Background: an optimization exercise with open tools, aiming at small area. Do not read the settings as production practice. The RTL was checked by simulation tests, not by an equivalence proof against the original design.

==> 03-04: inputs <==
==> flow/design.v <==
`timescale 10ns/1ns
module Syntacore_simple
#(parameter   MSTR_NUM     = 2,
              SLV_NUM      = 4,
              DATA_WDTH    = 32,
              ADDR_WDTH    = 32,
              IDL_NUM      = 5
)
(
   input                                                  i_clk,
   input                                                  rst,
   input          [(MSTR_NUM - 1)                  : 0]   i_m_s_req,
   input          [(MSTR_NUM * ADDR_WDTH - 1)      : 0]   i_m_s_addr,
   input          [(MSTR_NUM - 1)                  : 0]   i_m_s_cmd,
   input          [(MSTR_NUM * DATA_WDTH - 1)      : 0]   i_m_s_wdata,
   input          [(SLV_NUM - 1)                   : 0]   i_s_m_ack,
   input          [(SLV_NUM * DATA_WDTH - 1)       : 0]   i_s_m_rdata,
   output   reg   [(SLV_NUM - 1)                   : 0]   o_m_s_req,
   output   reg   [(SLV_NUM * ADDR_WDTH - 1)       : 0]   o_m_s_addr,
   output   reg   [(SLV_NUM - 1)                   : 0]   o_m_s_cmd,
   output   reg   [(SLV_NUM * DATA_WDTH - 1)       : 0]   o_m_s_wdata,
   output   reg   [(MSTR_NUM - 1)                  : 0]   o_s_m_ack,
   output   reg   [(MSTR_NUM * DATA_WDTH - 1)      : 0]   o_s_m_rdata
);
localparam SW = $clog2(SLV_NUM);
localparam IW = $clog2(IDL_NUM);
wire [SW-1:0] sel0 = i_m_s_addr[ADDR_WDTH-1 -: SW];
wire [SW-1:0] sel1 = i_m_s_addr[2*ADDR_WDTH-1 -: SW];
reg  [1:0]         msk   [0:SLV_NUM-1];    
reg  [IW-1:0]      idle  [0:SLV_NUM-1];    
reg  [1:0]         dec   [0:SLV_NUM-1];    
reg  [SLV_NUM-1:0] own1;                   
function [DATA_WDTH-1:0] rmux(input [4*DATA_WDTH-1:0] d, input [1:0] sel);
   reg [3:0] n;
   begin
      n = ~(4'b0001 << sel);
      rmux = ~(~((d[0 +: DATA_WDTH] | {DATA_WDTH{n[0]}}) & (d[DATA_WDTH +: DATA_WDTH] | {DATA_WDTH{n[1]}}))
             | ~((d[2*DATA_WDTH +: DATA_WDTH] | {DATA_WDTH{n[2]}}) & (d[3*DATA_WDTH +: DATA_WDTH] | {DATA_WDTH{n[3]}})));
   end
endfunction
always @* begin
   o_s_m_ack[0] = i_s_m_ack[sel0] & ~own1[sel0];
   o_s_m_ack[1] = i_s_m_ack[sel1] &  own1[sel1];
   o_s_m_rdata[DATA_WDTH-1:0]           = rmux(i_s_m_rdata, sel0);
   o_s_m_rdata[2*DATA_WDTH-1:DATA_WDTH] = rmux(i_s_m_rdata, sel1);
end
genvar s;
generate
   for (s = 0; s < SLV_NUM; s = s + 1) begin: slv
      always @* begin
         dec[s][0] = i_m_s_req[0] & (sel0 == s) & msk[s][0];
         dec[s][1] = i_m_s_req[1] & (sel1 == s) & msk[s][1];
         o_m_s_addr [s*ADDR_WDTH +: ADDR_WDTH] = own1[s] ? i_m_s_addr [ADDR_WDTH +: ADDR_WDTH] : i_m_s_addr [0 +: ADDR_WDTH];
         o_m_s_wdata[s*DATA_WDTH +: DATA_WDTH] = own1[s] ? i_m_s_wdata[DATA_WDTH +: DATA_WDTH] : i_m_s_wdata[0 +: DATA_WDTH];
         o_m_s_cmd[s] = own1[s] ? i_m_s_cmd[1] : i_m_s_cmd[0];
      end
      always @(posedge i_clk) begin
         if (rst | (idle[s] == IDL_NUM))
            msk[s] <= 2'b11;
         else if (i_s_m_ack[s])
            msk[s] <= {~own1[s], own1[s]};
         if (rst | (idle[s] == IDL_NUM) | (dec[s] != 0))
            idle[s] <= 0;
         else
            idle[s] <= idle[s] + 1'b1;
         own1[s] <= ~dec[s][0];
         o_m_s_req[s] <= (dec[s] != 0) & ~(i_s_m_ack[s] & (own1[s] == ~dec[s][0]));
      end
   end
endgenerate
endmodule
==> flow/flow/run.sh <==
#!/bin/bash
# Standard ORFS layout with two changes:
#  * after the standard synthesis, the combinational logic of the netlist is
#    mapped again by ABC with an area-oriented script (remap.ys); the
#    flip-flops are kept as they are (same instances, names and cells);
#  * the port buffers that global placement inserts use buf_1.
# Each tool's output goes to a log file of its own in this folder.
set -euo pipefail
cd "$(dirname "$0")/.."
W=$PWD
R=$W/orfs/results/$FLOW_PLATFORM/Syntacore_simple/base
LIB=$FLOW_HOME/platforms/$FLOW_PLATFORM/lib/sky130_fd_sc_hd__tt_025C_1v80.lib
export BUFFER_PORTS_ARGS="-buffer_cell sky130_fd_sc_hd__buf_1"

bash standard.sh "$R/1_2_yosys.v" > log_1_synth.log 2>&1
cp "$R/1_2_yosys.v" "$W/synth_standard.v"

# cells ABC must not use: the platform's don't-use cells
DONT=$(grep -o 'cell *( *"\?sky130_fd_sc_hd__\(lpflow\|probe\)[a-z0-9_]*' "$LIB" | sed 's/.*"\?\(sky130[a-z0-9_]*\)/-dont_use \1/' | tr '\n' ' ')
sed -e "s#@LIB@#$LIB#g" -e "s#@IN@#$W/synth_standard.v#" -e "s#@OUT@#$W/synth_remap.v#" \
    -e "s#@SCRIPT@#$W/flow/remap.abc#" -e "s#@DONT@#$DONT#" flow/remap.ys > remap_run.ys
YOSYS=yosys
[[ -x $FLOW_HOME/../tools/install/yosys/bin/yosys ]] && YOSYS=$FLOW_HOME/../tools/install/yosys/bin/yosys
$YOSYS -l log_2_remap.log -q remap_run.ys > /dev/null 2>&1
cp "$W/synth_remap.v" "$R/1_2_yosys.v"

bash standard.sh > log_3_layout.log 2>&1
==> flow/flow/remap.abc <==
strash
dch
amap
topo
==> flow/flow/remap.ys <==
# Re-map the combinational cells of the standard synthesis netlist.
read_liberty -ignore_miss_func @LIB@
read_verilog @IN@
hierarchy -top Syntacore_simple
# flip-flops and tie cells stay as they are
blackbox sky130_fd_sc_hd__dfxtp_1 sky130_fd_sc_hd__dfxtp_2 sky130_fd_sc_hd__dfxtp_4 sky130_fd_sc_hd__conb_1
flatten
opt_clean -purge
abc -liberty @LIB@ -script @SCRIPT@ @DONT@
opt_clean -purge
stat -liberty @LIB@
write_verilog -noattr -noexpr -nohex -nodec @OUT@
==> flow/standard.sh <==
#!/bin/bash
# synth_recipe.tcl (not shown) runs the flow's synth.tcl, then flattens the netlist and writes it again
# the make line also repeats each setting of config.mk as NAME=value (left out here)
make -C /OpenROAD-flow-scripts/flow DESIGN_CONFIG=/design/flow/config.mk WORK_HOME=/design/flow/orfs CLKGATE_MAP_FILE= SYNTH_SCRIPT=/design/flow/synth_recipe.tcl "${@:-finish}"
==> flow/config.mk <==
export PLATFORM = sky130hd
export DESIGN_NAME = Syntacore_simple
export DESIGN_NICKNAME = Syntacore_simple
export VERILOG_FILES = /design/flow/design.v
export SDC_FILE = /design/flow/constraint.sdc
export NUM_CORES = 4
export LEC_CHECK = 0
export ABC_AREA = 1
export CAP_MARGIN = 20
export CORE_AREA = 5 5 135 135
export CTS_BUF_LIST = sky130_fd_sc_hd__clkbuf_4 sky130_fd_sc_hd__clkbuf_8
export DIE_AREA = 0 0 140 140
export SLEW_MARGIN = 20
==> flow/constraint.sdc <==
create_clock -name core_clock -period 5.0 [get_ports {i_clk}]
set_input_delay 1.0000 -clock core_clock [delete_from_list [all_inputs] [get_ports {i_clk}]]
set_output_delay 1.0000 -clock core_clock [all_outputs]
set_load 0.01 [all_outputs]
==> 05-08: changes against 03-04 <==
==> flow/design.v, changed modules only <==
module Syntacore_simple
#(parameter   MSTR_NUM     = 2,
              SLV_NUM      = 4,
              DATA_WDTH    = 32,
              ADDR_WDTH    = 32,
              IDL_NUM      = 5
)
(
   input                                                  i_clk,
   input                                                  rst,
   input          [(MSTR_NUM - 1)                  : 0]   i_m_s_req,
   input          [(MSTR_NUM * ADDR_WDTH - 1)      : 0]   i_m_s_addr,
   input          [(MSTR_NUM - 1)                  : 0]   i_m_s_cmd,
   input          [(MSTR_NUM * DATA_WDTH - 1)      : 0]   i_m_s_wdata,
   input          [(SLV_NUM - 1)                   : 0]   i_s_m_ack,
   input          [(SLV_NUM * DATA_WDTH - 1)       : 0]   i_s_m_rdata,
   output   reg   [(SLV_NUM - 1)                   : 0]   o_m_s_req,
   output   reg   [(SLV_NUM * ADDR_WDTH - 1)       : 0]   o_m_s_addr,
   output   reg   [(SLV_NUM - 1)                   : 0]   o_m_s_cmd,
   output   reg   [(SLV_NUM * DATA_WDTH - 1)       : 0]   o_m_s_wdata,
   output   reg   [(MSTR_NUM - 1)                  : 0]   o_s_m_ack,
   output   reg   [(MSTR_NUM * DATA_WDTH - 1)      : 0]   o_s_m_rdata
);
localparam SW = $clog2(SLV_NUM);
wire [SW-1:0] sel0 = i_m_s_addr[ADDR_WDTH-1 -: SW];
wire [SW-1:0] sel1 = i_m_s_addr[2*ADDR_WDTH-1 -: SW];
reg  [2:0]         cnt   [0:SLV_NUM-1];
reg  [SLV_NUM-1:0] one0;                   
reg  [SLV_NUM-1:0] open;                   
reg  [SLV_NUM-1:0] idle5;                  
reg  [1:0]         msk   [0:SLV_NUM-1];    
reg  [1:0]         dec   [0:SLV_NUM-1];    
reg  [SLV_NUM-1:0] own1;                   
function [DATA_WDTH-1:0] rmux(input [4*DATA_WDTH-1:0] d, input [1:0] sel);
   reg [3:0] n;
   begin
      n = ~(4'b0001 << sel);
      rmux = ~(~((d[0 +: DATA_WDTH] | {DATA_WDTH{n[0]}}) & (d[DATA_WDTH +: DATA_WDTH] | {DATA_WDTH{n[1]}}))
             | ~((d[2*DATA_WDTH +: DATA_WDTH] | {DATA_WDTH{n[2]}}) & (d[3*DATA_WDTH +: DATA_WDTH] | {DATA_WDTH{n[3]}})));
   end
endfunction
always @* begin
   o_s_m_ack[0] = i_s_m_ack[sel0] & ~own1[sel0];
   o_s_m_ack[1] = i_s_m_ack[sel1] &  own1[sel1];
   o_s_m_rdata[DATA_WDTH-1:0]           = rmux(i_s_m_rdata, sel0);
   o_s_m_rdata[2*DATA_WDTH-1:DATA_WDTH] = rmux(i_s_m_rdata, sel1);
end
genvar s;
generate
   for (s = 0; s < SLV_NUM; s = s + 1) begin: slv
      always @* begin
         open[s]   = ~cnt[s][2] & cnt[s][1] & ~cnt[s][0];
         idle5[s]  = cnt[s][2] & ~cnt[s][1];
         msk[s]    = {open[s] | ~one0[s], open[s] | one0[s]};
         dec[s][0] = i_m_s_req[0] & (sel0 == s) & msk[s][0];
         dec[s][1] = i_m_s_req[1] & (sel1 == s) & msk[s][1];
         o_m_s_addr [s*ADDR_WDTH +: ADDR_WDTH] = own1[s] ? i_m_s_addr [ADDR_WDTH +: ADDR_WDTH] : i_m_s_addr [0 +: ADDR_WDTH];
         o_m_s_wdata[s*DATA_WDTH +: DATA_WDTH] = own1[s] ? i_m_s_wdata[DATA_WDTH +: DATA_WDTH] : i_m_s_wdata[0 +: DATA_WDTH];
         o_m_s_cmd[s] = own1[s] ? i_m_s_cmd[1] : i_m_s_cmd[0];
      end
      always @(posedge i_clk) begin
         if (rst | idle5[s])
            cnt[s] <= 3'b010;
         else if (i_s_m_ack[s] | ~open[s])
            cnt[s] <= (dec[s] != 0) ? 3'b000 : (open[s] ? 3'b001 : {cnt[s][1:0], ~cnt[s][2]});
         if (i_s_m_ack[s])
            one0[s] <= own1[s];
         own1[s] <= ~dec[s][0];
         o_m_s_req[s] <= (dec[s] != 0) & ~(i_s_m_ack[s] & (own1[s] == ~dec[s][0]));
      end
   end
endgenerate
endmodule
--- a/flow/flow/run.sh
+++ b/flow/flow/run.sh
@@ -3,7 +3,9 @@
 #  * after the standard synthesis, the combinational logic of the netlist is
 #    mapped again by ABC with an area-oriented script (remap.ys); the
 #    flip-flops are kept as they are (same instances, names and cells);
-#  * the port buffers that global placement inserts use buf_1.
+#  * the port buffers that global placement inserts use buf_1;
+#  * clock tree synthesis adds no dummy loads (CTS_ARGS, otherwise ORFS's
+#    own arguments).
 # Each tool's output goes to a log file of its own in this folder.
 set -euo pipefail
 cd "$(dirname "$0")/.."
@@ -11,6 +13,7 @@
 R=$W/orfs/results/$FLOW_PLATFORM/Syntacore_simple/base
 LIB=$FLOW_HOME/platforms/$FLOW_PLATFORM/lib/sky130_fd_sc_hd__tt_025C_1v80.lib
 export BUFFER_PORTS_ARGS="-buffer_cell sky130_fd_sc_hd__buf_1"
+export CTS_ARGS="-sink_clustering_enable -repair_clock_nets -buf_list sky130_fd_sc_hd__clkbuf_8 -dont_use_dummy_load"
 
 bash standard.sh "$R/1_2_yosys.v" > log_1_synth.log 2>&1
 cp "$R/1_2_yosys.v" "$W/synth_standard.v"
@@ -21,7 +24,15 @@
     -e "s#@SCRIPT@#$W/flow/remap.abc#" -e "s#@DONT@#$DONT#" flow/remap.ys > remap_run.ys
 YOSYS=yosys
 [[ -x $FLOW_HOME/../tools/install/yosys/bin/yosys ]] && YOSYS=$FLOW_HOME/../tools/install/yosys/bin/yosys
-$YOSYS -l log_2_remap.log -q remap_run.ys > /dev/null 2>&1
-cp "$W/synth_remap.v" "$R/1_2_yosys.v"
+$YOSYS -l log_2_remap.log -q remap_run.ys > /dev/null 2>&1 || true
+# use the re-mapped netlist only if it keeps every register of the standard
+# synthesis: the same instance names in the same cells
+regs() { grep -o 'sky130_fd_sc_hd__[a-z0-9]*d[fl][a-z0-9_]* *[^ (]*' "$1" | tr -s ' ' | sort; }
+if [[ -s $W/synth_remap.v ]] && cmp -s <(regs "$W/synth_standard.v") <(regs "$W/synth_remap.v"); then
+  cp "$W/synth_remap.v" "$R/1_2_yosys.v"
+  echo "using the re-mapped netlist" > log_2_remap_choice.log
+else
+  echo "registers differ; using the standard netlist" > log_2_remap_choice.log
+fi
 
 bash standard.sh > log_3_layout.log 2>&1
==> flow/flow/remap.abc (replaced) <==
strash
dch
amap -F 3 -A 5
topo
==> flow/flow/remap.ys (replaced) <==
# Re-map the combinational cells of the standard synthesis netlist.
read_liberty -ignore_miss_func @LIB@
read_verilog @IN@
hierarchy -top Syntacore_simple
# flip-flops and tie cells stay as they are
blackbox sky130_fd_sc_hd__*df* sky130_fd_sc_hd__*dl* sky130_fd_sc_hd__conb_1
# so do the read-data selects where the standard synthesis already made them
# as two OR-AND-inverts and a NOR per bit
cd Syntacore_simple
select -set rdn w:o_s_m_rdata %ci1 t:sky130_fd_sc_hd__nor2_1 %i
select -set rdo @rdn %ci2 t:sky130_fd_sc_hd__o22ai_1 %i
setattr -set keep_hierarchy 1 @rdn @rdo
cd
flatten
opt_clean -purge
abc -liberty @LIB@ -script @SCRIPT@ @DONT@
opt_clean -purge
stat -liberty @LIB@
blackbox sky130_fd_sc_hd__*
write_verilog -noattr -noexpr -nohex -nodec @OUT@
==> flow/config.mk (replaced) <==
export PLATFORM = sky130hd
export DESIGN_NAME = Syntacore_simple
export DESIGN_NICKNAME = Syntacore_simple
export VERILOG_FILES = /design/flow/design.v
export SDC_FILE = /design/flow/constraint.sdc
export NUM_CORES = 4
export LEC_CHECK = 0
export ABC_AREA = 1
export CAP_MARGIN = 5
export CORE_AREA = 5 5 215 215
export CTS_BUF_LIST = sky130_fd_sc_hd__clkbuf_8
export DIE_AREA = 0 0 220 220
export SLEW_MARGIN = 5
==> run summary <==
05-08 ran to the end with no violations. 03-04 never finished: it broke off in 3_2_place_iop on PPL-0024.
Of 05-08 and 03-04, 03-04 has the higher synthesized cell count (gap about 9%, measured against 03-04).
Area after synthesis: 03-04 is larger than 05-08 (about 5.4%).

## what the ideal ports hide
How much do the figures lean on ideal ports? The routed layout below was timed once more, with nothing changed but the port constraints. Step 1 assumes that a clkbuf_16 drives the clock port and a buf_2 every other input. Step 2 also shifts input and output timing later by t, the mid clock arrival at the registers, as if the neighbouring blocks saw the same clock. a / b / c = ideal ports / drivers / drivers and shift; a / b = the first two.
run: 05-08
t, ns: 0.290
setup slack, ns: 0.937 / 0.910 / 0.910
slew at the worst register clock pin (ns): 0.08 / 0.08
After both steps 05-08 still meets setup and hold. The setup slack of 05-08 moves by -0.027 ns with the drivers and by -0.027 ns with both steps.
